This design comes from an exercise in tuning for small area on the open sky130 flow, not from production work. Where RTL was checked, it was by simulation tests only, not by an equivalence proof against the original. No functional check of the RTL was part of run 2. No driver is modelled on the clock port, so clocking that relies on it looks cheaper here than on a real chip.

$ cat design/flow/design.v
module FanController #(parameter CLOCK_FREQUENCY = 100) (
    input wire clk,
    input wire reset,
    input wire [3:0] microupcode,
    input wire signed [7:0] set_point,
    input wire signed [7:0] sensor1_temp,
    input wire signed [7:0] sensor2_temp,
    output wire [1:0] fan_status,
    output wire cooler_status,
    output wire [7:0] user_output
);
    localparam [3:0] ST_START = 0, ST_S1 = 1, ST_S2 = 2, ST_P3 = 3, ST_P4 = 4, ST_P5 = 5,
        ST_P6 = 6, ST_P7 = 7, ST_P8 = 8, ST_P9 = 9, ST_CHECK = 10, ST_COOL = 11;
    localparam CW = 7;  
    localparam [CW-1:0] FM1 = CLOCK_FREQUENCY - 1;
    reg [3:0] state;
    reg [CW-1:0] ccnt;
    wire ready = ccnt >= CLOCK_FREQUENCY;
    wire take = (state == ST_START) && ready;
    wire op_zero = (microupcode == 4'b0000);
    wire clr = (state == ST_CHECK) && op_zero;
    wire st_s1 = (state == ST_S1), st_s2 = (state == ST_S2);
    wire [CW-1:0] ccnt_inc;
    Inc #(CW) ccnt_adder (.a(ccnt), .s(ccnt_inc));
    wire [CW-1:0] ccnt_wrap;
    AddC #(CW) ccnt_sub (.a(ccnt), .b(~FM1), .cin(1'b1), .s(ccnt_wrap));  
    always @(posedge clk or posedge reset) begin
        if (reset) begin
            state <= ST_START;
            ccnt <= 0;
        end else begin
            ccnt <= take ? ccnt_wrap : ccnt_inc;
            case (state)
                ST_START: state <= ready ? ST_S1 : ST_CHECK;
                ST_S1: state <= ST_S2;
                ST_S2: state <= ST_P3;
                ST_P3: state <= ST_P4;
                ST_P4: state <= ST_P5;
                ST_P5: state <= ST_P6;
                ST_P6: state <= ST_P7;
                ST_P7: state <= ST_P8;
                ST_P8: state <= ST_P9;
                ST_P9: state <= ST_CHECK;
                ST_CHECK: state <= op_zero ? ST_START : ST_COOL;
                default: state <= ST_START;
            endcase
        end
    end
    reg [7:0] l1, l2;
    always @(posedge clk or posedge reset) begin
        if (reset) begin
            l1 <= 0; l2 <= 0;
        end else if (clr) begin
            l1 <= 0; l2 <= 0;
        end else begin
            if (st_s1) l1 <= sensor1_temp;
            if (st_s2) l2 <= sensor2_temp;
        end
    end
    reg [8*122-1:0] ring;
    wire wr1 = (ccnt == 50), wr2 = (ccnt == 51);
    always @(posedge clk)
        ring <= {ring[8*121-1:0], wr1 ? l1 : wr2 ? l2 : ring[8*121 +: 8]};
    reg [5:0] wcnt;
    wire [5:0] wcnt_inc;
    Inc #(6) wcnt_adder (.a(wcnt), .s(wcnt_inc));
    always @(posedge clk or posedge reset) begin
        if (reset) wcnt <= 0;
        else if (clr) wcnt <= 0;
        else if (wr1 && wcnt != 60) wcnt <= wcnt_inc;
    end
    wire v20 = wcnt >= 20, v40 = wcnt >= 40, v60 = wcnt == 60;
    reg [7:0] opnd;
    reg sub, ss;
    reg [1:0] grp, koff;
    always @(*) begin
        sub = 1'b1;
        ss = 1'b0;
        grp = 2'd0;
        koff = 2'd0;
        case (state)
            ST_S1: sub = 1'b0;
            ST_S2: begin sub = 1'b0; ss = 1'b1; end
            ST_P4: begin grp = 2'd0; koff = 2'd0; end
            ST_P5: begin grp = 2'd0; koff = 2'd1; ss = 1'b1; end
            ST_P6: begin grp = 2'd1; koff = 2'd2; end
            ST_P7: begin grp = 2'd1; koff = 2'd3; ss = 1'b1; end
            ST_P8: begin grp = 2'd2; koff = 2'd0; end
            default: begin grp = 2'd2; koff = 2'd1; ss = 1'b1; end
        endcase
    end
    wire [1:0] jit = ccnt[1:0] - koff;
    reg [7:0] tap;
    always @(*) begin
        case ({grp, jit})
            4'b0000: tap = ring[8*1 +: 8];
            4'b0001: tap = ring[8*2 +: 8];
            4'b0010: tap = ring[8*3 +: 8];
            4'b0100: tap = ring[8*51 +: 8];
            4'b0101: tap = ring[8*52 +: 8];
            4'b0110: tap = ring[8*53 +: 8];
            4'b1000: tap = ring[8*101 +: 8];
            4'b1001: tap = ring[8*102 +: 8];
            default: tap = ring[8*103 +: 8];
        endcase
        if (state == ST_S1) opnd = sensor1_temp;
        else if (state == ST_S2) opnd = sensor2_temp;
        else opnd = ~tap;
    end
    wire [8:0] y = {opnd[7], opnd};
    reg [5:0] q1_20, q2_20;
    reg [6:0] q1_40, q2_40;
    reg [7:0] q1_60, q2_60;
    reg [6:0] r1_20, r2_20, r1_40, r2_40, r1_60, r2_60;
    wire [5:0] n_q20;
    wire [6:0] n_q40;
    wire [7:0] n_q60;
    wire [6:0] n_r20, n_r40, n_r60;
    Upd120 #(6) u20 (.q(ss ? q2_20 : q1_20), .r(ss ? r2_20 : r1_20), .y(y), .cin(sub), .qn(n_q20), .rn(n_r20));
    Upd120 #(7) u40 (.q(ss ? q2_40 : q1_40), .r(ss ? r2_40 : r1_40), .y(y), .cin(sub), .qn(n_q40), .rn(n_r40));
    Upd120 #(8) u60 (.q(ss ? q2_60 : q1_60), .r(ss ? r2_60 : r1_60), .y(y), .cin(sub), .qn(n_q60), .rn(n_r60));
    wire ld1_20 = st_s1 || (state == ST_P4 && v20);
    wire ld2_20 = st_s2 || (state == ST_P5 && v20);
    wire ld1_40 = st_s1 || (state == ST_P6 && v40);
    wire ld2_40 = st_s2 || (state == ST_P7 && v40);
    wire ld1_60 = st_s1 || (state == ST_P8 && v60);
    wire ld2_60 = st_s2 || (state == ST_P9 && v60);
    always @(posedge clk or posedge reset) begin
        if (reset) begin
            q1_20 <= 0; q2_20 <= 0; q1_40 <= 0; q2_40 <= 0; q1_60 <= 0; q2_60 <= 0;
            r1_20 <= 0; r2_20 <= 0; r1_40 <= 0; r2_40 <= 0; r1_60 <= 0; r2_60 <= 0;
        end else if (clr) begin
            q1_20 <= 0; q2_20 <= 0; q1_40 <= 0; q2_40 <= 0; q1_60 <= 0; q2_60 <= 0;
            r1_20 <= 0; r2_20 <= 0; r1_40 <= 0; r2_40 <= 0; r1_60 <= 0; r2_60 <= 0;
        end else begin
            if (ld1_20) begin q1_20 <= n_q20; r1_20 <= n_r20; end
            if (ld2_20) begin q2_20 <= n_q20; r2_20 <= n_r20; end
            if (ld1_40) begin q1_40 <= n_q40; r1_40 <= n_r40; end
            if (ld2_40) begin q2_40 <= n_q40; r2_40 <= n_r40; end
            if (ld1_60) begin q1_60 <= n_q60; r1_60 <= n_r60; end
            if (ld2_60) begin q2_60 <= n_q60; r2_60 <= n_r60; end
        end
    end
    wire signed [7:0] a1, a2;
    Inc8If a1_inc (.a({q1_60[6:0], r1_60 >= 7'd60}), .c(q1_60[7] && r1_60 != 7'd0 && r1_60 != 7'd60), .s(a1));
    Inc8If a2_inc (.a({q2_60[6:0], r2_60 >= 7'd60}), .c(q2_60[7] && r2_60 != 7'd0 && r2_60 != 7'd60), .s(a2));
    reg [2:0] sel_held;
    wire [2:0] sel = (state == ST_CHECK && microupcode[3]) ? {microupcode[1:0], microupcode[2]} : sel_held;
    reg [7:0] dq;
    reg [6:0] dr;
    always @(*) begin
        case (sel[1:0])
            2'd0: begin dq = {q1_40[6], q1_40}; dr = r1_40; end
            2'd1: begin dq = {q2_40[6], q2_40}; dr = r2_40; end
            2'd2: begin dq = {{2{q1_20[5]}}, q1_20}; dr = r1_20; end
            default: begin dq = {{2{q2_20[5]}}, q2_20}; dr = r2_20; end
        endcase
    end
    wire is20 = sel[1];
    reg [2:0] df;
    reg dnz;
    always @(*) begin
        if (is20) begin
            df = (dr >= 100) ? 3'd5 : (dr >= 80) ? 3'd4 : (dr >= 60) ? 3'd3 : (dr >= 40) ? 3'd2 : (dr >= 20) ? 3'd1 : 3'd0;
            dnz = !(dr == 0 || dr == 20 || dr == 40 || dr == 60 || dr == 80 || dr == 100);
        end else begin
            df = (dr >= 80) ? 3'd2 : (dr >= 40) ? 3'd1 : 3'd0;
            dnz = !(dr == 0 || dr == 40 || dr == 80);
        end
    end
    wire [7:0] dq3;
    AddC #(8) dq3_add (.a(dq), .b({dq[6:0], 1'b0}), .cin(1'b0), .s(dq3));
    wire [7:0] avg_mid;
    AddC #(8) mid_add (.a(is20 ? {dq3[6:0], 1'b0} : dq3), .b({5'd0, df}), .cin(dq[7] && dnz), .s(avg_mid));
    reg [7:0] uo;
    always @(*) begin
        case (sel)
            3'd0: uo = l1;
            3'd1: uo = l2;
            3'd6: uo = a1;
            3'd7: uo = a2;
            default: uo = avg_mid;
        endcase
    end
    assign user_output = uo;
    wire a2_lt_s = SLt8(a2, set_point);
    wire a2_gt_s = SLt8(set_point, a2);
    wire a1_lt_s = SLt8(a1, set_point);
    wire a1_gt_s = SLt8(set_point, a1);
    wire [7:0] d;
    AddC #(8) dsub (.a(a2), .b(~a1), .cin(1'b1), .s(d));
    wire close = (d[7:2] == 6'b000000) || (d[7:2] == 6'b111111 && d[1:0] != 2'b00);
    reg [1:0] res_held;
    reg [1:0] res;
    always @(*) begin
        res = res_held;
        if (a2_lt_s) res = 0;
        else if (a2_gt_s && a1_gt_s) res = 1;
        else if (a2_gt_s && a1_lt_s) res = close ? 2 : 3;
    end
    reg [1:0] fan_held;
    reg cool_held;
    wire cool_state = (state == ST_COOL);
    assign fan_status = cool_state ? {res != 2'd2 && res != 2'd0, res == 2'd2} : fan_held;
    assign cooler_status = cool_state ? (res == 2'd1) : cool_held;
    always @(posedge clk or posedge reset) begin
        if (reset) begin
            sel_held <= 0; res_held <= 0; fan_held <= 0; cool_held <= 0;
        end else begin
            sel_held <= sel; res_held <= res; fan_held <= fan_status; cool_held <= cooler_status;
        end
    end
    function SLt8(input [7:0] a, input [7:0] b);
        integer i;
        reg c;
        begin
            c = 1'b1;
            for (i = 0; i < 7; i = i + 1)
                c = (a[i] & ~b[i]) | (a[i] & c) | (~b[i] & c);
            c = (~a[7] & b[7]) | (~a[7] & c) | (b[7] & c);
            SLt8 = ~c;
        end
    endfunction
endmodule
module AddC #(parameter W = 8) (
    input wire [W-1:0] a,
    input wire [W-1:0] b,
    input wire cin,
    output wire [W-1:0] s
);
    wire [W:0] c;
    assign c[0] = cin;
    genvar i;
    generate
        for (i = 0; i < W; i = i + 1) begin : bit_
            assign s[i] = a[i] ^ b[i] ^ c[i];
            assign c[i+1] = (a[i] & b[i]) | (c[i] & (a[i] ^ b[i]));
        end
    endgenerate
endmodule
module Inc #(parameter W = 8) (
    input wire [W-1:0] a,
    output wire [W-1:0] s
);
    wire [W:0] c;
    assign c[0] = 1'b1;
    genvar i;
    generate
        for (i = 0; i < W; i = i + 1) begin : bit_
            assign s[i] = a[i] ^ c[i];
            assign c[i+1] = a[i] & c[i];
        end
    endgenerate
endmodule
module Inc8If (
    input wire [7:0] a,
    input wire c,
    output wire [7:0] s
);
    wire [8:0] k;
    assign k[0] = c;
    genvar i;
    generate
        for (i = 0; i < 8; i = i + 1) begin : bit_
            assign s[i] = a[i] ^ k[i];
            assign k[i+1] = a[i] & k[i];
        end
    endgenerate
endmodule
module Upd120 #(parameter QW = 8) (
    input wire [QW-1:0] q,
    input wire [6:0] r,
    input wire [8:0] y,
    input wire cin,
    output wire [QW-1:0] qn,
    output wire [6:0] rn
);
    wire [8:0] t;
    AddC #(9) add_r (.a({2'b0, r}), .b(y), .cin(cin), .s(t));
    wire neg = t[8];
    wire lt_m120 = (t[8:3] == 6'b110000);              
    wire ge_120 = !neg && (t[7] || t[6:3] == 4'b1111);  
    wire ge_240 = !neg && (t[7:4] == 4'b1111);          
    reg [2:0] k;
    always @(*) begin
        if (lt_m120) k = 3'b110;
        else if (neg) k = 3'b111;
        else if (ge_240) k = 3'b010;
        else if (ge_120) k = 3'b001;
        else k = 3'b000;
    end
    wire [3:0] rh;
    AddC #(4) add_rh (.a(t[6:3]), .b({k[2], k}), .cin(1'b0), .s(rh));
    assign rn = {rh, t[2:0]};
    AddC #(QW) add_q (.a(q), .b({{(QW-3){k[2]}}, k}), .cin(1'b0), .s(qn));
endmodule
$ cat design/flow/flow/run.sh
#!/bin/bash
# Own flow: the standard layout, except that Yosys's technology mapping step runs ABC
# with an area-oriented script (flow/abc_area.script: dc2, dch, amap) in place of ORFS's
# abc_area.script. Everything else, including the registers, is the standard synthesis.
set -euo pipefail
W=$PWD

# Synthesis script: synth_recipe.tcl sourcing a copy of ORFS's synth.tcl whose abc call uses
# our ABC script
sed 's|^  log_cmd abc {\*}\$abc_args$|  set abc_args [lreplace $abc_args 1 1 '"$W"'/flow/abc_area.script]\n  log_cmd abc {*}$abc_args|' \
    "$FLOW_HOME/scripts/synth.tcl" > "$W/abc_synth.tcl"
grep -q 'flow/abc_area.script' "$W/abc_synth.tcl"
sed 's|^source \$::env(SCRIPTS_DIR)/synth.tcl$|source '"$W"'/abc_synth.tcl|' "$W/synth_recipe.tcl" > "$W/own_synth.tcl"
grep -q 'abc_synth.tcl' "$W/own_synth.tcl"
sed "s|SYNTH_SCRIPT=[^ ]*|SYNTH_SCRIPT=$W/own_synth.tcl|" "$W/standard.sh" > "$W/own_standard.sh"
grep -q 'own_synth.tcl' "$W/own_standard.sh"

bash "$W/own_standard.sh" synth > "$W/synth.log" 2>&1
bash "$W/standard.sh" > "$W/layout.log" 2>&1
test -f "$W/out/final.def"
$ cat design/flow/flow/abc_area.script
strash
dc2
dch -f
amap -F 20 -A 20
topo
dnsize -c
$ cat design/flow/standard.sh
#!/bin/bash
# synth_recipe.tcl (not shown) runs the flow's synth.tcl, then flattens the netlist and writes it again
# the make line also repeats each setting of config.mk as NAME=value (left out here)
make -C /OpenROAD-flow-scripts/flow DESIGN_CONFIG=/design/flow/config.mk WORK_HOME=/design/flow/orfs CLKGATE_MAP_FILE= SYNTH_SCRIPT=/design/flow/synth_recipe.tcl "${@:-finish}"
$ cat design/flow/config.mk
export PLATFORM = sky130hd
export DESIGN_NAME = FanController
export DESIGN_NICKNAME = FanController
export VERILOG_FILES = /design/flow/design.v
export SDC_FILE = /design/flow/constraint.sdc
export NUM_CORES = 4
export LEC_CHECK = 0
export ABC_AREA = 1
export CAP_MARGIN = 20
export CORE_MARGIN = 2
export CORE_UTILIZATION = 60
export CTS_BUF_LIST = sky130_fd_sc_hd__clkbuf_16
export CTS_CLUSTER_DIAMETER = 100
export CTS_CLUSTER_SIZE = 30
export PLACE_DENSITY = 0.7
export SLEW_MARGIN = 20
$ cat design/flow/constraint.sdc
create_clock -name core_clock -period 125.0 [get_ports {clk}]
set_input_delay 25.0000 -clock core_clock [delete_from_list [all_inputs] [get_ports {clk}]]
set_output_delay 25.0000 -clock core_clock [all_outputs]
set_load 0.01 [all_outputs]
==> results.txt, run 1 <==
initial antenna violation count=0; All-Layer GR Usage=21.95%; Crit Path Class=primary input to output pin; Clock Skew=between 0.04 and 0.05 ns; met2 GRT Util=34.33%; IO Count=41; first-pass GRT wire length=83920 µm; H-Tree Depth=2; fin nets=2249; synth top area cells=dfxtp_1, dfrtp_1, fa_1; max_slew headroom=40.58%; Layout area overhead=8.676%; clock buffer count from CTS=43; sequential fraction of the synthesis area=79.26%; GR peak layer=met2; largest net degree at the start of global routing=83; layout cells sized above 1=3.238%; width of the die=222.3 µm; CTS Buffer Depth=3; clock network latency to the later pin of the worst-skew pair=0.63 ns; syn nets=2147; postcts setup bufs=0; Worst Path Required=100.00 ns; root buffer cell=clkbuf_16; number of synthesized flops with an enable pin=0; Top cell by count, worst path=ha_1; Vias/cell=5.293; Final Hold Vio Count=0; hold crit path type=register to register; average cell area after synthesis=14.17 µm²; synthesized area=around 29000 µm²; final WL=52910 µm; TritonCTS Sinks=1101; WP data arrival=32.13 ns; Die Ht=approximately 220 µm; Initial DRC Count=990; Max Cap Viol=0; status=timing/DRC/antenna clean; Post-Route Setup TNS=0 ns; asr flop ratio synth=a little under an eighth; Netlist cell types=41; Top FF cell, synth=dfxtp_1; R2R setup slack=roughly 110 ns; unrepaired setup endpoints after global routing=no; flops & latches, synth=roughly 1100; DR pass1 iterations=6; ANT cells=0; GRT overflow=0; CP max-delay cell=o21ai_0; yosys warns=4; Gates resized, CTS repair=0; crit-path max FO=19; Synth top area share=68.32%; clock-pin slew on the worst setup and hold paths=~0.11 ns; met1 Track Usage GR=approximately a third; Cells after Synth=2018; PortBufs=40; fin crit share=45.70%; Tmin final=57.13 ns; # setup viols final=0; Critical Path Max Stage Delay=0.74 ns; fmax=around 0.018 GHz; Final ANT Viol Nets=0; WL/cell=between 15 and 20 µm; DP Wirelength=between 30000 and 40000 µm; met3 Use GR=under 10%; Post-CTS Hold Fix Bufs=0; standard-cell rows=between 70 and 80; worst path cell trace=clkdlybuf4s50_1 > nand4_1 > clkinv_1 > o22ai_1 > buf_4 > nor2_1 > clkinv_1 > o21ai_0 > clkinv_1 > or2_0 > nor2b_1 > o21ai_0 > o31ai_1 > nor3_1 > fa_1 > fa_1 > fa_1 > ha_1 > ha_1 > ha_1 > ha_1 > a211o_1 > clkdlybuf4s50_1; vias=14490; Worst Max-Slew Pin Slew=0.8880 ns; CTS tree=built; initial core utilization=about three fifths; full die area=roughly 49000 µm²; GPL Wtd Cong=about 0.9; endpoint class of the critical path=output pin; cell accounting for the most synthesized area=dfxtp_1; core area=46750 µm²; CP startpoint kind=primary input; drt drc=0; Slew Limit Fails=0; vias in the first global route=14740
[kinds of logic (layout without fill, tap and decap cells)]
logic type	Yosys count	after routing	synth area share [%]
AOI/OAI and AO/OA	373	373	8.567
adders and majority gates	99	99	5.802
buffers and inverters	196	309	2.573
DFF	1101	1101	79.26
and+or+nand+nor	249	249	3.798
[worst max-delay path: cells and delay by family]
family,cells,cell delay (ns)
compound gates,5,1.30
fa+ha+maj,7,2.27
buf+inv,6,2.12
simple gates,5,1.44
[worst paths after layout]
check                      cells past startpoint           start              to
setup / recovery                              23  microupcode[3]  user_output[6]
hold / removal                                 0       ring[580]       ring[588]
setup reg to reg                              43        state[1]        q2_60[7]
hold reg to reg                                0       ring[580]       ring[588]
max in group asynchronous                      3           reset        q2_60[4]
min in group asynchronous                      2           reset     sel_held[2]
[flip-flops by register name, indices dropped and copies added (netlist names)]
signal and flops:
ccnt 7, res_held 2, wcnt 6, q2_40 7
r2_40 7, q2_60 8, cool_held 1, q1_60 8
r2_60 7, q1_40 7, q2_20 6, l1 8
r1_20 7, r2_20 7, state 4, sel_held 3
ring 976, r1_40 7, l2 8, q1_20 6
r1_60 7, fan_held 2
[cells in the mapped netlist (all sizes together), types with 2 or more instances]
cell type    n
nor2b        3
or2         23
dfxtp      976
nor4         5
fa          56
o21ai       78
a221oi       9
a22oi       20
o22ai      142
a21oi       48
nand3       15
or3          2
nand4        8
nor3        13
a41o         2
dfrtp      125
o22a         4
a31oi        5
o221ai       6
nor2        93
a32oi        2
o211ai       4
clkinv     194
a222oi      29
o221a        6
o21a         3
a2111o       2
nand2       83
a211o        5
o31ai        2
buf          2
ha          43
a31o         2
[routing by layer]
layer  up-vias  wire [µm]
li1       6966          -
met1      7060      24970
met2       385      23780
met3        82       2693
met4         0       1467
met5         -          0
[metrics by stage]
stage,hold WS [ns],util [%],worst slack (ns),cell area [µm²],std cells
final,0.3034,66.47,67.87,31080,2738
after global routing,0.3015,66.47,67.39,31080,2738
after floorplan,0.3096,-,69.42,28600,2018
after global placement,0.3095,63.94,68.01,29890,2682
after detailed placement,0.3121,63.94,67.87,29890,2682
after CTS,0.3039,66.47,67.88,31070,2738
[placed cells by master, fill, tap and decap left out, types with 5 or more instances in the layout]
master,count
a21oi_1,48
o221a_1,6
buf_4,18
a221oi_1,9
ha_1,43
or2_0,23
dfxtp_1,976
clkbuf_16,43
o221ai_1,6
dfrtp_1,125
inv_1,6
a22oi_1,20
nand4_1,8
nand3_1,15
o21ai_0,77
nor3_1,13
a31oi_1,5
a222oi_1,29
clkinv_1,194
fa_1,56
a211o_1,5
clkdlybuf4s50_1,40
nand2_1,83
o22ai_1,142
nor2_1,93
nor4_1,5
[area by class of cell]
type                    instances  area (µm²)
clock buffers                  43        1076
clock inverters                13       103.9
fillers                      3326       15680
inverters                     194       730.7
multi-input cells             721        5195
flip-flops and latches       1101       22670
well taps                     607       759.5
repair buffers                 59       546.8
==> run 2, diff against run 1 <==
--- a/design/flow/design.v
+++ b/design/flow/design.v
@@ -10,7 +10,7 @@
     output wire [7:0] user_output
 );
     localparam [3:0] ST_START = 0, ST_S1 = 1, ST_S2 = 2, ST_P3 = 3, ST_P4 = 4, ST_P5 = 5,
-        ST_P6 = 6, ST_P7 = 7, ST_P8 = 8, ST_P9 = 9, ST_CHECK = 10, ST_COOL = 11;
+        ST_P6 = 6, ST_P7 = 7, ST_P8 = 8, ST_P9 = 11, ST_CHECK = 9, ST_COOL = 10;
     localparam CW = 7;  
     localparam [CW-1:0] FM1 = CLOCK_FREQUENCY - 1;
     reg [3:0] state;
==> results.txt, run 2 <==
H-Tree Depth=2 (unchanged); fin nets=2257 (+0.36%); Final ANT Viol Nets=0 (unchanged); width of the die=222.4 µm (about the same); vias in the first global route=14280 (-3.1%); synthesized area=28610 µm² (about the same); CP max-delay cell=nor2_1; Final Cell Area=31140 µm² (+0.20%); first-pass GRT wire length=80000 µm (-4.7%); Post-Route Setup TNS=0 ns (unchanged); Synth top area share=68.30% (about the same); Initial DRC Count=1564 (+58%); core area=47450 µm² (+1.5%); Final Hold Vio Count=0 (unchanged); syn nets=2156 (+0.42%); Placed Instances=2697 (+0.56%); FF-to-FF path depth=44 (+2.3%); All-Layer GR Usage=21.02% (-0.92 points); Top FF cell, synth=dfxtp_1; fmax=0.01740 GHz (-0.61%); fillcell total=3440 (+3.4%); status=timing/DRC/antenna clean; most instantiated cells after synthesis=dfxtp_1, clkinv_1, o22ai_1; most frequent cells in the layout=dfxtp_1, clkinv_1, o22ai_1; Worst Max-Slew Pin Slew=1.027 ns (+0.1392 ns); GPL Wtd Cong=0.9093 (+1.2%); DP Wirelength=33790 µm (-1.6%); Netlist cell types=43 (+4.9%); Max Cap Viol=0 (unchanged); synth top area cells=dfxtp_1, dfrtp_1, fa_1; initial antenna violation count=3 (+3); fin crit share=45.98% (+0.28 points); setup ws final=67.52 ns (-0.3505 ns); most flop-heavy register=ring; adder-cell share of the synthesized area=5.800% (about the same); full die area=49440 µm² (about the same); Placed Area=29910 µm² (about the same); average cell area after synthesis=14.11 µm² (-0.41%); worst path cell trace=clkdlybuf4s50_1 > nor2b_1 > clkinv_1 > o22ai_1 > buf_4 > clkinv_1 > nor2_1 > a222oi_1 > o22ai_1 > clkinv_1 > nor4_1 > a311oi_1 > o21ai_0 > a31oi_1 > fa_1 > fa_1 > fa_1 > ha_1 > ha_1 > ha_1 > ha_1 > xnor2_1 > o221ai_1 > clkdlybuf4s50_1; top-count cell post-synth=dfxtp_1; Top delay family on crit path=buffers and inverters; number of synthesized flops with an enable pin=0 (unchanged); Worst Path Required=100.00 ns (about the same); Slew Limit Fails=0 (unchanged); Placement Setup Slack=67.58 ns (-0.2891 ns); hold-critical path endpoint=ring[491]; largest net degree at the start of global routing=71 (-14%); final std cells w/o fill=2756 (+0.66%); multiplexer share of the synthesized area=0% (unchanged); cell accounting for the most synthesized area=dfxtp_1; final WL=51390 µm (-2.9%); root buffer cell=clkbuf_16; CTS tree=built; TritonCTS Sinks=1101 (unchanged); largest family of logic cells by synthesized area=compound AO/OA/AOI/OAI gates; Layout area overhead=8.857%; standard-cell rows=80 (+1.3%); most common cell after layout, fill and taps aside=dfxtp_1; hold crit path type=register to register; Vias/cell=5.221 (-1.4%); PortBufs=40 (unchanged); r2r endpoint=q1_60[7]; clock network latency to the later pin of the worst-skew pair=0.61 ns (-0.02 ns); max reg flops=976 (unchanged); unrepaired setup endpoints after global routing=no; layout cells sized above 1=3.226% (-0.012 points); flops & latches, synth=1101 (unchanged); endpoint class of the critical path=output pin; DR pass1 iterations=6 (unchanged); max_slew headroom=31.52% (-9.1 points); WL/cell=18.65 µm (-3.5%); Cells after Synth=2027 (+0.45%); Synth Area in Compound Gates=8.590% (+0.023 points); post-layout util=65.64% (-0.84 points); WP data arrival=32.48 ns (+0.35 ns); Tmin final=57.48 ns (+0.3505 ns); Crit Path Class=primary input to output pin; Post-Synth XOR/XNOR Area=0.03062% (+0.031 points); Die Ht=222.4 µm (about the same); yosys warns=4 (unchanged); Clock Skew=0.02131 ns (-0.02722 ns); initial core utilization=60.30% (-0.87 points); FF-to-FF Start=state[0]; Gates resized, CTS repair=0 (unchanged); R2R setup slack=114.07 ns (+0.72 ns); Top cell by count, worst path=ha_1; Hold Path Stages=0 (unchanged); sequential fraction of the synthesis area=79.23% (about the same); GRT overflow=0 (unchanged); postcts setup bufs=0 (unchanged); Simple-Gate Fraction of Synth Area=3.735% (-0.063 points); clock buffer count from CTS=43 (unchanged); final hold slack=0.3250 ns (+0.02157 ns); asr flop ratio synth=11.35% (unchanged); CP startpoint kind=primary input; CP bufs+invs=6 (unchanged); # setup viols final=0 (unchanged); clock-pin slew on the worst setup and hold paths=0.10 ns (about the same); Hold Startpoint=ring[483]; vias=14390 (-0.72%); IO Count=41 (unchanged); Post-CTS Hold Fix Bufs=0 (unchanged); CTS Buffer Depth=3 (unchanged); crit-path max FO=19 (unchanged); Critical Path Max Stage Delay=0.60 ns (-0.14 ns); drt drc=0 (unchanged)
-- run 2: changes by cell type after synthesis, sizes merged, moves of 5 or more --
cell | previous run | this run
nand2 | 83 | 89
o21ai | 78 | 86
a222oi | 29 | 24
a211o | 5 | 0
-- run 2: kinds of logic (layout without fill, tap and decap cells) --
| logic type | Yosys count | after routing |
|---|---|---|
| simple gates | 247 | 247 |
| buf+inv | 199 | 311 |
| fa+ha+maj | 99 | 99 |
| xor+xnor | 1 | 1 |
| compound gates | 380 | 380 |
| other cells | 0 | 2 |
| flops | 1101 | 1101 |
-- run 2: how the worst max path moves through the flow --
| stage | start | slack, ns | cells after the start | end |
|---|---|---|---|---|
| global route | microupcode[3] | 66.99 | 24 | user_output[7] |
| floorplan | microupcode[3] | 69.04 | 21 | user_output[6] |
| global placement | microupcode[3] | 67.68 | 24 | user_output[7] |
| detailed placement | microupcode[3] | 67.58 | 24 | user_output[7] |
| finish | microupcode[3] | 67.52 | 24 | user_output[7] |
| CTS | microupcode[3] | 67.54 | 24 | user_output[7] |
-- run 2: layout make-up --
type / instances / area (µm²) / share of cell area, %
clock buffers: 44 / 1101 / 3.536
inverters: 197 / 742.0 / 2.383
multi-input cells: 727 / 5200 / 16.70
diodes: 2 / 5.005 / 0.01607
repair buffers: 58 / 555.5 / 1.784
clock inverters: 12 / 101.3 / 0.3254
flip-flops and latches: 1101 / 22670 / 72.79
well taps: 615 / 769.5 / 2.471
-- run 2: routing by layer --
layer  share of wire [%]  vias to the layer above  track usage (%)
met5                   0                        -                0
met2                  42                      414            30.73
met4                 2.7                        0            7.058
met3                 6.3                       80            4.192
li1                    -                     6987                -
met1                  49                     6908            31.64
-- run 2: worst register-to-register path: cells and delay by family (launching register included) --
kind	cells	cell delay [ns]
AOI/OAI and AO/OA	11	2.56
adders and majority gates	16	5.03
buffers and inverters	9	1.27
DFF	1	0.50
and+or+nand+nor	8	1.42
==> run 3, diff against run 2 <==
--- a/design/flow/design.v
+++ b/design/flow/design.v
@@ -10,7 +10,7 @@
     output wire [7:0] user_output
 );
     localparam [3:0] ST_START = 0, ST_S1 = 1, ST_S2 = 2, ST_P3 = 3, ST_P4 = 4, ST_P5 = 5,
-        ST_P6 = 6, ST_P7 = 7, ST_P8 = 8, ST_P9 = 11, ST_CHECK = 9, ST_COOL = 10;
+        ST_P6 = 6, ST_P7 = 7, ST_P8 = 8, ST_P9 = 9, ST_CHECK = 10, ST_COOL = 11;
     localparam CW = 7;  
     localparam [CW-1:0] FM1 = CLOCK_FREQUENCY - 1;
     reg [3:0] state;
@@ -108,15 +108,17 @@
         else opnd = ~tap;
     end
     wire [8:0] y = {opnd[7], opnd};
-    reg [5:0] q1_20, q2_20;
+    reg [6:0] q1_20, q2_20;
     reg [6:0] q1_40, q2_40;
     reg [7:0] q1_60, q2_60;
-    reg [6:0] r1_20, r2_20, r1_40, r2_40, r1_60, r2_60;
-    wire [5:0] n_q20;
+    reg [5:0] r1_20, r2_20;
+    reg [6:0] r1_40, r2_40, r1_60, r2_60;
+    wire [6:0] n_q20;
     wire [6:0] n_q40;
     wire [7:0] n_q60;
-    wire [6:0] n_r20, n_r40, n_r60;
-    Upd120 #(6) u20 (.q(ss ? q2_20 : q1_20), .r(ss ? r2_20 : r1_20), .y(y), .cin(sub), .qn(n_q20), .rn(n_r20));
+    wire [5:0] n_r20;
+    wire [6:0] n_r40, n_r60;
+    Upd60 u20 (.q(ss ? q2_20 : q1_20), .r(ss ? r2_20 : r1_20), .y(y), .cin(sub), .qn(n_q20), .rn(n_r20));
     Upd120 #(7) u40 (.q(ss ? q2_40 : q1_40), .r(ss ? r2_40 : r1_40), .y(y), .cin(sub), .qn(n_q40), .rn(n_r40));
     Upd120 #(8) u60 (.q(ss ? q2_60 : q1_60), .r(ss ? r2_60 : r1_60), .y(y), .cin(sub), .qn(n_q60), .rn(n_r60));
     wire ld1_20 = st_s1 || (state == ST_P4 && v20);
@@ -146,32 +148,33 @@
     Inc8If a2_inc (.a({q2_60[6:0], r2_60 >= 7'd60}), .c(q2_60[7] && r2_60 != 7'd0 && r2_60 != 7'd60), .s(a2));
     reg [2:0] sel_held;
     wire [2:0] sel = (state == ST_CHECK && microupcode[3]) ? {microupcode[1:0], microupcode[2]} : sel_held;
-    reg [7:0] dq;
+    reg [6:0] dq;
     reg [6:0] dr;
     always @(*) begin
         case (sel[1:0])
-            2'd0: begin dq = {q1_40[6], q1_40}; dr = r1_40; end
-            2'd1: begin dq = {q2_40[6], q2_40}; dr = r2_40; end
-            2'd2: begin dq = {{2{q1_20[5]}}, q1_20}; dr = r1_20; end
-            default: begin dq = {{2{q2_20[5]}}, q2_20}; dr = r2_20; end
+            2'd0: begin dq = q1_40; dr = r1_40; end
+            2'd1: begin dq = q2_40; dr = r2_40; end
+            2'd2: begin dq = q1_20; dr = {1'b0, r1_20}; end
+            default: begin dq = q2_20; dr = {1'b0, r2_20}; end
         endcase
     end
     wire is20 = sel[1];
-    reg [2:0] df;
+    reg [1:0] df;
     reg dnz;
     always @(*) begin
         if (is20) begin
-            df = (dr >= 100) ? 3'd5 : (dr >= 80) ? 3'd4 : (dr >= 60) ? 3'd3 : (dr >= 40) ? 3'd2 : (dr >= 20) ? 3'd1 : 3'd0;
-            dnz = !(dr == 0 || dr == 20 || dr == 40 || dr == 60 || dr == 80 || dr == 100);
+            df = (dr >= 40) ? 2'd2 : (dr >= 20) ? 2'd1 : 2'd0;
+            dnz = !(dr == 0 || dr == 20 || dr == 40);
         end else begin
-            df = (dr >= 80) ? 3'd2 : (dr >= 40) ? 3'd1 : 3'd0;
+            df = (dr >= 80) ? 2'd2 : (dr >= 40) ? 2'd1 : 2'd0;
             dnz = !(dr == 0 || dr == 40 || dr == 80);
         end
     end
+    wire [7:0] dqx = {dq[6], dq};
     wire [7:0] dq3;
-    AddC #(8) dq3_add (.a(dq), .b({dq[6:0], 1'b0}), .cin(1'b0), .s(dq3));
+    AddC #(8) dq3_add (.a(dqx), .b({dqx[6:0], 1'b0}), .cin(1'b0), .s(dq3));
     wire [7:0] avg_mid;
-    AddC #(8) mid_add (.a(is20 ? {dq3[6:0], 1'b0} : dq3), .b({5'd0, df}), .cin(dq[7] && dnz), .s(avg_mid));
+    AddC #(8) mid_add (.a(dq3), .b({6'd0, df}), .cin(dq[6] && dnz), .s(avg_mid));
     reg [7:0] uo;
     always @(*) begin
         case (sel)
@@ -294,3 +297,32 @@
     assign rn = {rh, t[2:0]};
     AddC #(QW) add_q (.a(q), .b({{(QW-3){k[2]}}, k}), .cin(1'b0), .s(qn));
 endmodule
+module Upd60 #(parameter QW = 7) (
+    input wire [QW-1:0] q,
+    input wire [5:0] r,
+    input wire [8:0] y,
+    input wire cin,
+    output wire [QW-1:0] qn,
+    output wire [5:0] rn
+);
+    wire [8:0] t;
+    AddC #(9) add_r (.a({3'b0, r}), .b(y), .cin(cin), .s(t));
+    wire neg = t[8];
+    reg [2:0] k;
+    always @(*) begin
+        if (neg) begin
+            if (t[7:0] < 8'd136) k = 3'b101;         
+            else if (t[7:0] < 8'd196) k = 3'b110;    
+            else k = 3'b111;
+        end else begin
+            if (t[7:0] >= 8'd180) k = 3'b011;
+            else if (t[7:0] >= 8'd120) k = 3'b010;
+            else if (t[7:0] >= 8'd60) k = 3'b001;
+            else k = 3'b000;
+        end
+    end
+    wire [3:0] rh;
+    AddC #(4) add_rh (.a(t[5:2]), .b({k[2], k}), .cin(1'b0), .s(rh));
+    assign rn = {rh, t[1:0]};
+    AddC #(QW) add_q (.a(q), .b({{(QW-3){k[2]}}, k}), .cin(1'b0), .s(qn));
+endmodule
--- a/design/flow/flow/run.sh
+++ b/design/flow/flow/run.sh
@@ -1,7 +1,9 @@
 #!/bin/bash
 # Own flow: the standard layout, except that Yosys's technology mapping step runs ABC
-# with an area-oriented script (flow/abc_area.script: dc2, dch, amap) in place of ORFS's
+# with an area-oriented script (flow/abc_area.script: ifraig, dc2, dch, amap) in place of ORFS's
 # abc_area.script. Everything else, including the registers, is the standard synthesis.
+# Clock tree synthesis takes the same settings as config.mk gives it, without dummy loads,
+# and the port buffers are the smallest buffer, buf_1.
 set -euo pipefail
 W=$PWD
 
@@ -16,5 +18,7 @@
 grep -q 'own_synth.tcl' "$W/own_standard.sh"
 
 bash "$W/own_standard.sh" synth > "$W/synth.log" 2>&1
+export CTS_ARGS="-sink_clustering_enable -repair_clock_nets -buf_list sky130_fd_sc_hd__clkbuf_16 -sink_clustering_size 30 -sink_clustering_max_diameter 100 -dont_use_dummy_load"
+export BUFFER_PORTS_ARGS="-buffer_cell sky130_fd_sc_hd__buf_1"
 bash "$W/standard.sh" > "$W/layout.log" 2>&1
 test -f "$W/out/final.def"
==> design/flow/flow/abc_area.script (replaced) <==
strash
ifraig
dc2
dch -f
amap -F 40 -A 40 -C 5000
topo
dnsize -c
==> results.txt, run 3 <==
vias in the first global route=14440 (+1.1%); DP Wirelength=32710 µm (-3.2%); status=timing/DRC/antenna clean; number of synthesized flops with an enable pin=0 (unchanged); hold crit path type=register to register; setup ws final=69.14 ns (+1.613 ns); R2R setup slack=114.72 ns (+0.65 ns); full die area=49190 µm² (-0.51%); Gates resized, CTS repair=0 (unchanged); DR pass1 iterations=19 (+13); fillcell total=3367 (-2.1%); most flop-heavy register=ring; initial antenna violation count=1 (-2); fin crit share=44.69% (-1.3 points); final std cells w/o fill=2696 (-2.2%); top-count cell post-synth=dfxtp_1; Worst Max-Slew Pin Slew=0.8727 ns (-0.1545 ns); Layout area overhead=7.562%; fin nets=2221 (-1.6%); Hold Path Stages=0 (unchanged); layout cells sized above 1=3.207% (-0.019 points); PortBufs=40 (unchanged); max reg flops=976 (unchanged); vias=14250 (-0.97%); Placed Instances=2653 (-1.6%); most common cell after layout, fill and taps aside=dfxtp_1; largest net degree at the start of global routing=77 (+8.5%); Vias/cell=5.286 (+1.2%); Worst Path Required=100.00 ns (about the same); Placement Setup Slack=69.23 ns (+1.648 ns); FF-to-FF path depth=41 (-6.8%); final hold slack=0.3200 ns (-0.005011 ns); GPL Wtd Cong=0.9595 (+5.5%); syn nets=2119 (-1.7%); Post-CTS Hold Fix Bufs=0 (unchanged); H-Tree Depth=2 (unchanged); Post-Route Setup TNS=0 ns (unchanged); cell accounting for the most synthesized area=dfxtp_1; asr flop ratio synth=11.35% (unchanged); Tmin final=55.86 ns (-1.613 ns); All-Layer GR Usage=20.70% (-0.32 points); endpoint class of the critical path=output pin; Final ANT Viol Nets=0 (unchanged); crit-path max FO=9 (-10); CP startpoint kind=primary input; Initial DRC Count=981 (-37%); Synth top area share=68.65% (+0.35 points); flops & latches, synth=1101 (unchanged); core area=46650 µm² (-1.7%); ANT cells=0 (-2); Die Ht=221.8 µm (-0.25%); max_slew headroom=41.29% (+9.8 points); Slew Limit Fails=0 (unchanged); Max Cap Viol=0 (unchanged); WP data arrival=30.86 ns (-1.62 ns); GRT overflow=0 (unchanged); CTS tree=built; CTS Buffer Depth=3 (unchanged); Final Hold Vio Count=0 (unchanged); WL/cell=18.41 µm (-1.3%); Netlist cell types=41 (-4.7%); Cells after Synth=1989 (-1.9%); synth top area cells=dfxtp_1, dfrtp_1, fa_1; Top FF cell, synth=dfxtp_1; synthesized area=28460 µm² (-0.52%); sequential fraction of the synthesis area=79.64% (+0.41 points); IO Count=41 (unchanged); fmax=0.01790 GHz (+2.9%); clock buffer count from CTS=43 (unchanged); first-pass GRT wire length=79810 µm (-0.24%); final WL=49640 µm (-3.4%); average cell area after synthesis=14.31 µm² (+1.4%); root buffer cell=clkbuf_16; yosys warns=4 (unchanged); most instantiated cells after synthesis=dfxtp_1, clkinv_1, o22ai_1; Clock Skew=0.03326 ns (+0.01194 ns); TritonCTS Sinks=1101 (unchanged); postcts setup bufs=0 (unchanged); clock-pin slew on the worst setup and hold paths=0.10 ns (about the same); Crit Path Class=primary input to output pin; drt drc=0 (unchanged); clock network latency to the later pin of the worst-skew pair=0.59 ns (-0.02 ns); width of the die=221.8 µm (-0.25%); # setup viols final=0 (unchanged); initial core utilization=61.00% (+0.71 points); standard-cell rows=79 (-1.3%); most frequent cells in the layout=dfxtp_1, clkinv_1, o22ai_1; unrepaired setup endpoints after global routing=no
-- run 3: cell types whose count changed in the layout (fill, tap and decap cells not counted), moves of 6 or more --
cell	previous run	this run
nand2_1	89	77
nor2_1	90	74
buf_1	0	40
inv_1	7	0
o21ai_0	86	73
o22ai_1	138	132
clkdlybuf4s50_1	40	0
-- run 3: path summary, 6_finish.rpt --
path / to / startpoint
max: user_output[6] / microupcode[3]
min: ring[694] / ring[686]
max reg2reg: q2_20[6] / state[0]
min reg2reg: ring[694] / ring[686]
max in group asynchronous: r2_20[2] / reset
min in group asynchronous: q1_60[6] / reset
-- run 3: layout make-up --
type | instances | area [µm²] | share of cell area [%]
clock buffers | 43 | 1076 | 3.515
inverters | 194 | 730.7 | 2.387
multi-input cells | 693 | 5090 | 16.63
flip-flops and latches | 1101 | 22670 | 74.05
well taps | 607 | 759.5 | 2.481
repair buffers | 58 | 289.0 | 0.9442
-- run 3: logic make-up after synthesis --
family / after synthesis / share of synthesized area, %
compound gates: 370 / 8.481
fa+ha+maj: 100 / 5.847
buf+inv: 195 / 2.572
flops: 1101 / 79.64
simple gates: 223 / 3.456
-- run 3: worst max-delay path: stages --
cell	delay, ns
buf_1	0.09
nor2b_1	0.27
clkinv_1	0.16
o22ai_1	0.52
clkinv_1	0.47
nor2_1	0.55
clkinv_1	0.37
o22ai_1	0.24
o22ai_1	0.19
nor2_1	0.15
nor2_1	0.05
a2111oi_0	0.33
a31oi_1	0.10
o21ai_0	0.27
fa_1	0.25
fa_1	0.18
clkinv_1	0.06
ha_1	0.20
ha_1	0.20
ha_1	0.19
ha_1	0.19
ha_1	0.30
a222oi_1	0.25
o211ai_1	0.14
buf_1	0.16
-- run 3: routing by layer --
layer / GRT usage, % / vias up / wire length, µm
met3: 3.326 / 102 / 2819
met1: 29.75 / 6853 / 23070
li1: - / 6866 / -
met5: 0 / - / 0
met4: 6.604 / 0 / 1598
met2: 32.57 / 429 / 22150
-- run 3: metrics by stage --
stage	util, %	area [µm²]
4_1_cts	65.59	30600
5_1_grt	65.61	30610
3_5_place_dp	63.28	29520
2_1_floorplan	-	28460
6_report	65.61	30610
3_3_place_gp	63.28	29520
==> run 4, diff against run 3 <==
--- a/design/flow/flow/run.sh
+++ b/design/flow/flow/run.sh
@@ -18,7 +18,7 @@
 grep -q 'own_synth.tcl' "$W/own_standard.sh"
 
 bash "$W/own_standard.sh" synth > "$W/synth.log" 2>&1
-export CTS_ARGS="-sink_clustering_enable -repair_clock_nets -buf_list sky130_fd_sc_hd__clkbuf_16 -sink_clustering_size 30 -sink_clustering_max_diameter 100 -dont_use_dummy_load"
+export CTS_ARGS="-sink_clustering_enable -repair_clock_nets -buf_list sky130_fd_sc_hd__clkbuf_8 -sink_clustering_size 18 -sink_clustering_max_diameter 80 -dont_use_dummy_load"
 export BUFFER_PORTS_ARGS="-buffer_cell sky130_fd_sc_hd__buf_1"
 bash "$W/standard.sh" > "$W/layout.log" 2>&1
 test -f "$W/out/final.def"
==> results.txt, run 4 <==
# setup viols final=0 (unchanged); unrepaired setup endpoints after global routing=no; Placed Area=29520 µm² (unchanged); final std cells w/o fill=2725 (+1.1%); Top FF cell, synth=dfxtp_1; layout cells sized above 1=4.533% (+1.3 points); flops & latches, synth=1101 (unchanged); drt drc=0 (unchanged); GRT overflow=0 (unchanged); crit-path max FO=9 (unchanged); FF-to-FF path depth=41 (unchanged); most frequent cells in the layout=dfxtp_1, clkinv_1, o22ai_1; cell accounting for the most synthesized area=dfxtp_1; clock buffer count from CTS=72 (+67%); Placed Instances=2653 (unchanged); Top Layer Used=met4; Placement Setup Slack=69.23 ns (unchanged); H-Tree Depth=3 (+1); fin nets=2250 (+1.3%); clock network latency to the later pin of the worst-skew pair=0.66 ns (+0.07 ns); Post-CTS Hold Fix Bufs=0 (unchanged); Crit Path Class=primary input to output pin; core area=46650 µm² (unchanged); CTS Buffer Depth=3 (unchanged); Die Ht=221.8 µm (unchanged); status=timing/DRC/antenna clean; vias=14350 (+0.67%); synthesized area=28460 µm² (unchanged); standard-cell rows=79 (unchanged); final hold slack=0.2993 ns (-0.02062 ns); post-layout util=65.43% (-0.18 points); All-Layer GR Usage=20.56% (-0.14 points); hold-critical path endpoint=ring[658]; largest net degree at the start of global routing=77 (unchanged); Gates resized, CTS repair=0 (unchanged); r2r endpoint=q2_20[6]; top-count cell post-synth=dfxtp_1; initial core utilization=61.00% (unchanged); GPL Wtd Cong=0.9595 (unchanged); R2R setup slack=114.71 ns (about the same); max_slew headroom=38.46% (-2.8 points); final WL=48760 µm (-1.8%); Hold Startpoint=ring[650]; average cell area after synthesis=14.31 µm² (unchanged); Post-Route Setup TNS=0 ns (unchanged); setup ws final=69.21 ns (+0.06900 ns); met2 WL=21450 µm (-3.2%); Initial DRC Count=1002 (+2.1%); sequential fraction of the synthesis area=79.64% (unchanged); Synth top area share=68.65% (unchanged); yosys warns=4 (unchanged); syn nets=2119 (unchanged); max reg flops=976 (unchanged); initial antenna violation count=1 (unchanged); ANT cells=0 (unchanged); WL/cell=17.89 µm (-2.8%); TritonCTS Sinks=1101 (unchanged); CTS tree=built; endpoint class of the critical path=output pin; clock-pin slew on the worst setup and hold paths=0.09 ns (about the same); DP Wirelength=32710 µm (unchanged); Final Hold Vio Count=0 (unchanged); PortBufs=40 (unchanged); fin crit share=44.63% (-0.055 points); IO Count=41 (unchanged); wire length on met1=22840 µm (-1.0%); WP data arrival=30.79 ns (-0.07 ns); Final Cell Area=30530 µm² (-0.28%); most instantiated cells after synthesis=dfxtp_1, clkinv_1, o22ai_1; full die area=49190 µm² (unchanged); Clock Skew=0.06354 ns (+0.03028 ns); DR pass1 iterations=19 (unchanged); routed wl met3=2894 µm (+2.7%); Slew Limit Fails=0 (unchanged); hold crit path type=register to register; postcts setup bufs=0 (unchanged); root buffer cell=clkbuf_8; most common cell after layout, fill and taps aside=dfxtp_1; CP startpoint kind=primary input; Vias/cell=5.265 (-0.40%); Final ANT Viol Nets=0 (unchanged); most flop-heavy register=ring; fmax=0.01792 GHz (+0.12%); Worst Max-Slew Pin Slew=0.9147 ns (+0.04205 ns); width of the die=221.8 µm (unchanged); Netlist cell types=41 (unchanged); synth top area cells=dfxtp_1, dfrtp_1, fa_1; Cells after Synth=1989 (unchanged); first-pass GRT wire length=79190 µm (-0.77%); FF-to-FF Start=state[0]; vias in the first global route=14600 (+1.2%); Hold Path Stages=0 (unchanged); Max Cap Viol=0 (unchanged); number of synthesized flops with an enable pin=0 (unchanged); Layout area overhead=7.263%; Worst Path Required=100.00 ns (about the same); asr flop ratio synth=11.35% (unchanged); Tmin final=55.79 ns (-0.06900 ns)
## run 4: cell counts after synthesis
No cell type changed its count.
## run 4: cells by family after synthesis
family                     share of synthesized area (%)
AOI/OAI and AO/OA                                  8.481
and+or+nand+nor                                    3.456
buffers and inverters                              2.572
DFF                                                79.64
adders and majority gates                          5.847
## run 4: worst max path at each step
| stage | from | endpoint | slack (ns) | depth (start not counted) |
|---|---|---|---|---|
| 2_1_floorplan | microupcode[3] | user_output[6] | 70.64 | 23 |
| 3_3_place_gp | microupcode[3] | user_output[6] | 69.25 | 25 |
| 3_5_place_dp | microupcode[3] | user_output[6] | 69.23 | 25 |
| 4_1_cts | microupcode[3] | user_output[6] | 69.24 | 23 |
| 5_1_grt | microupcode[3] | user_output[6] | 68.65 | 23 |
| 6_report | microupcode[3] | user_output[6] | 69.21 | 23 |
## run 4: area by class of cell
| class | count | area [µm²] |
|---|---|---|
| tap | 607 | 759.5 |
| multi-input combinational | 693 | 5090 |
| inverter | 194 | 730.7 |
| clock buffer | 72 | 991.0 |
| timing repair buffer | 58 | 289.0 |
| fill | 3390 | 16130 |
| sequential | 1101 | 22670 |
## run 4: worst max-delay path, stage by stage
cell and delay, ns:
buf_1 0.09, nor2b_1 0.26, clkinv_1 0.16, o22ai_1 0.51, clkinv_1 0.46, nor2_1 0.55
clkinv_1 0.38, o22ai_1 0.49, nor2_1 0.09, a2111oi_0 0.38, a31oi_1 0.08, o21ai_0 0.27
fa_1 0.25, fa_1 0.18, clkinv_1 0.06, ha_1 0.20, ha_1 0.20, ha_1 0.19
ha_1 0.19, ha_1 0.30, a222oi_1 0.22, o211ai_1 0.13, buf_1 0.15
## run 4: routing by layer
| layer | vias up | GRT usage (%) |
|---|---|---|
| li1 | 6918 | - |
| met1 | 6895 | 29.51 |
| met2 | 432 | 31.19 |
| met3 | 101 | 3.989 |
| met4 | 0 | 7.956 |
| met5 | - | 0 |
==> run 5, diff against run 4 <==
--- a/design/flow/config.mk
+++ b/design/flow/config.mk
@@ -9,8 +9,8 @@
 export CAP_MARGIN = 20
 export CORE_MARGIN = 2
 export CORE_UTILIZATION = 60
-export CTS_BUF_LIST = sky130_fd_sc_hd__clkbuf_16
-export CTS_CLUSTER_DIAMETER = 100
-export CTS_CLUSTER_SIZE = 30
+export CTS_BUF_LIST = sky130_fd_sc_hd__clkbuf_8
+export CTS_CLUSTER_DIAMETER = 80
+export CTS_CLUSTER_SIZE = 18
 export PLACE_DENSITY = 0.7
 export SLEW_MARGIN = 20
==> results.txt, run 5 <==
status=timing/DRC/antenna clean; synth top area cells=dfxtp_1, dfrtp_1, fa_1; synthesized area=28460 µm² (unchanged); Top FF cell, synth=dfxtp_1; DR pass1 iterations=19 (unchanged); initial core utilization=61.00% (unchanged); postcts setup bufs=0 (unchanged); worst path cell trace=buf_1 > nor2b_1 > clkinv_1 > o22ai_1 > clkinv_1 > nor2_1 > clkinv_1 > o22ai_1 > nor2_1 > a2111oi_0 > a31oi_1 > o21ai_0 > fa_1 > fa_1 > clkinv_1 > ha_1 > ha_1 > ha_1 > ha_1 > ha_1 > a222oi_1 > o211ai_1 > buf_1; Initial DRC Count=1002 (unchanged); Slew Limit Fails=0 (unchanged); clock-pin slew on the worst setup and hold paths=0.09 ns (about the same); most flop-heavy register=ring; met2 GRT Util=31.19% (unchanged); number of synthesized flops with an enable pin=0 (unchanged); yosys warns=4 (unchanged); Crit Path Class=primary input to output pin; Die Ht=221.8 µm (unchanged); max reg flops=976 (unchanged); cell accounting for the most synthesized area=dfxtp_1; Tmin final=55.79 ns (unchanged); drt drc=0 (unchanged); clock buffer count from CTS=72 (unchanged); post-layout util=65.43% (unchanged); DP Wirelength=32710 µm (unchanged); first-pass GRT wire length=79190 µm (unchanged); vias in the first global route=14600 (unchanged); layout cells sized above 1=4.533% (unchanged); GPL Wtd Cong=0.9595 (unchanged); All-Layer GR Usage=20.56% (unchanged); fmax=0.01792 GHz (unchanged); width of the die=221.8 µm (unchanged); Critical Path Max Stage Delay=0.55 ns (about the same); clock network latency to the later pin of the worst-skew pair=0.66 ns (about the same); Worst Max-Slew Pin Slew=0.9147 ns (unchanged); standard-cell rows=79 (unchanged); GR peak layer=met2; PortBufs=40 (unchanged); TritonCTS Sinks=1101 (unchanged); hold crit path type=register to register; CP max-delay cell=nor2_1; Top delay family on crit path=compound AO/OA/AOI/OAI gates; Post-Route Setup TNS=0 ns (unchanged); average cell area after synthesis=14.31 µm² (unchanged); unrepaired setup endpoints after global routing=no; most instantiated cells after synthesis=dfxtp_1, clkinv_1, o22ai_1; Placed Instances=2653 (unchanged); CTS Buffer Depth=3 (unchanged); core area=46650 µm² (unchanged); crit-path max FO=9 (unchanged); Layout area overhead=7.263% (unchanged); Max Cap Viol=0 (unchanged); Netlist cell types=41 (unchanged); Post-CTS Hold Fix Bufs=0 (unchanged); flops & latches, synth=1101 (unchanged); fin crit share=44.63% (unchanged); endpoint class of the critical path=output pin; H-Tree Depth=3 (unchanged); fillcell total=3390 (unchanged); top-count cell post-synth=dfxtp_1; Final ANT Viol Nets=0 (unchanged); Vias/cell=5.265 (unchanged); Cells after Synth=1989 (unchanged); most frequent cells in the layout=dfxtp_1, clkinv_1, o22ai_1; met1 Track Usage GR=29.51% (unchanged); max_slew headroom=38.46% (unchanged); largest net degree at the start of global routing=77 (unchanged); sequential fraction of the synthesis area=79.64% (unchanged); CP startpoint kind=primary input; ANT cells=0 (unchanged); Final Hold Vio Count=0 (unchanged); full die area=49190 µm² (unchanged); most common cell after layout, fill and taps aside=dfxtp_1; final std cells w/o fill=2725 (unchanged); asr flop ratio synth=11.35% (unchanged); initial antenna violation count=1 (unchanged); WL/cell=17.89 µm (unchanged); met3 Use GR=3.989% (unchanged); final WL=48760 µm (unchanged); Top cell by count, worst path=ha_1; Clock Skew=0.06354 ns (unchanged); Worst Path Required=100.00 ns (about the same); syn nets=2119 (unchanged); GRT overflow=0 (unchanged); root buffer cell=clkbuf_8; fin nets=2250 (unchanged); Synth top area share=68.65% (unchanged); # setup viols final=0 (unchanged); Gates resized, CTS repair=0 (unchanged); WP data arrival=30.79 ns (about the same); CP bufs+invs=6 (unchanged); IO Count=41 (unchanged); vias=14350 (unchanged); CTS tree=built
run 5: cell counts in the layout (fill, tap and decap cells not counted):
No cell type changed its count.
run 5: logic make-up (layout without fill, tap and decap cells):
| family | count (synthesis) | count (layout) | synth area share (%) |
|---|---|---|---|
| AOI/OAI and AO/OA | 370 | 370 | 8.481 |
| DFF | 1101 | 1101 | 79.64 |
| adders and majority gates | 100 | 100 | 5.847 |
| and+or+nand+nor | 223 | 223 | 3.456 |
| buffers and inverters | 195 | 324 | 2.572 |
run 5: layout make-up:
type	count	area [µm²]	area share, %
Timing Repair Buffer	58	289.0	0.9468
Tap cell	607	759.5	2.488
Multi-Input combinational cell	693	5090	16.67
Inverter	194	730.7	2.394
Clock buffer	72	991.0	3.246
Sequential cell	1101	22670	74.25
run 5: path summary, 6_finish.rpt:
path	from	endpoint	slack [ns]	cells past startpoint
setup reg to reg	state[0]	q2_20[6]	114.71	41
max in group asynchronous	reset	q2_40[6]	99.33	3
hold reg to reg	ring[650]	ring[658]	0.30	0
min in group asynchronous	reset	q2_60[4]	24.45	2
hold / removal	ring[650]	ring[658]	0.30	0
setup / recovery	microupcode[3]	user_output[6]	69.21	23
run 5: routing by layer:
| layer | routed length [µm] | vias to the layer above |
|---|---|---|
| li1 | - | 6918 |
| met4 | 1580 | 0 |
| met2 | 21450 | 432 |
| met3 | 2894 | 101 |
| met1 | 22840 | 6895 |
| met5 | 0 | - |
run 5: per-stage QoR:
step	hold slack, ns	area (µm²)	setup WS (ns)
3_3_place_gp	0.3095	29520	69.25
2_1_floorplan	0.3096	28460	70.64
4_1_cts	0.3012	30510	69.24
3_5_place_dp	0.3121	29520	69.23
6_report	0.2993	30530	69.21
5_1_grt	0.3063	30530	68.65

==> static timing again, ports no longer ideal <==
In the flow no input, the clock included, has a driving cell. The finished layouts below were timed again as built, in two steps. Step 1 (the two cells are an assumption about what drives the block):
set clk [get_ports {clk}]
set_driving_cell -lib_cell sky130_fd_sc_hd__clkbuf_16 $clk
set_driving_cell -lib_cell sky130_fd_sc_hd__buf_2 [delete_from_list [all_inputs] $clk]
Step 2 times the ports against the registers' clock, not the clock port: input delays grow and output delays shrink by t, the midpoint of the rising clock arrivals with the driver on. Slacks: ideal ports / drivers / drivers and shift; pairs: ideal ports / drivers.
run | t, ns | slack for setup (ns) | worst register clock-pin slew, ns | pins driven straight from the clock port
run 1 | 0.649 | 67.875 / 67.850 / 67.850 | 0.12 / 0.12 | 1
run 2 | 0.659 | 67.524 / 67.496 / 67.496 | 0.12 / 0.12 | 1
run 3 | 0.628 | 69.138 / 69.113 / 69.113 | 0.11 / 0.11 | 1
run 4 | 0.683 | 69.206 / 69.181 / 69.181 | 0.12 / 0.12 | 1
run 5 | 0.683 | 69.206 / 69.181 / 69.181 | 0.12 / 0.12 | 1
After both steps setup and hold are still met in every run listed. For run 2, which loses most, drivers alone change the setup slack by -0.028 ns; drivers and shift together by -0.028 ns.
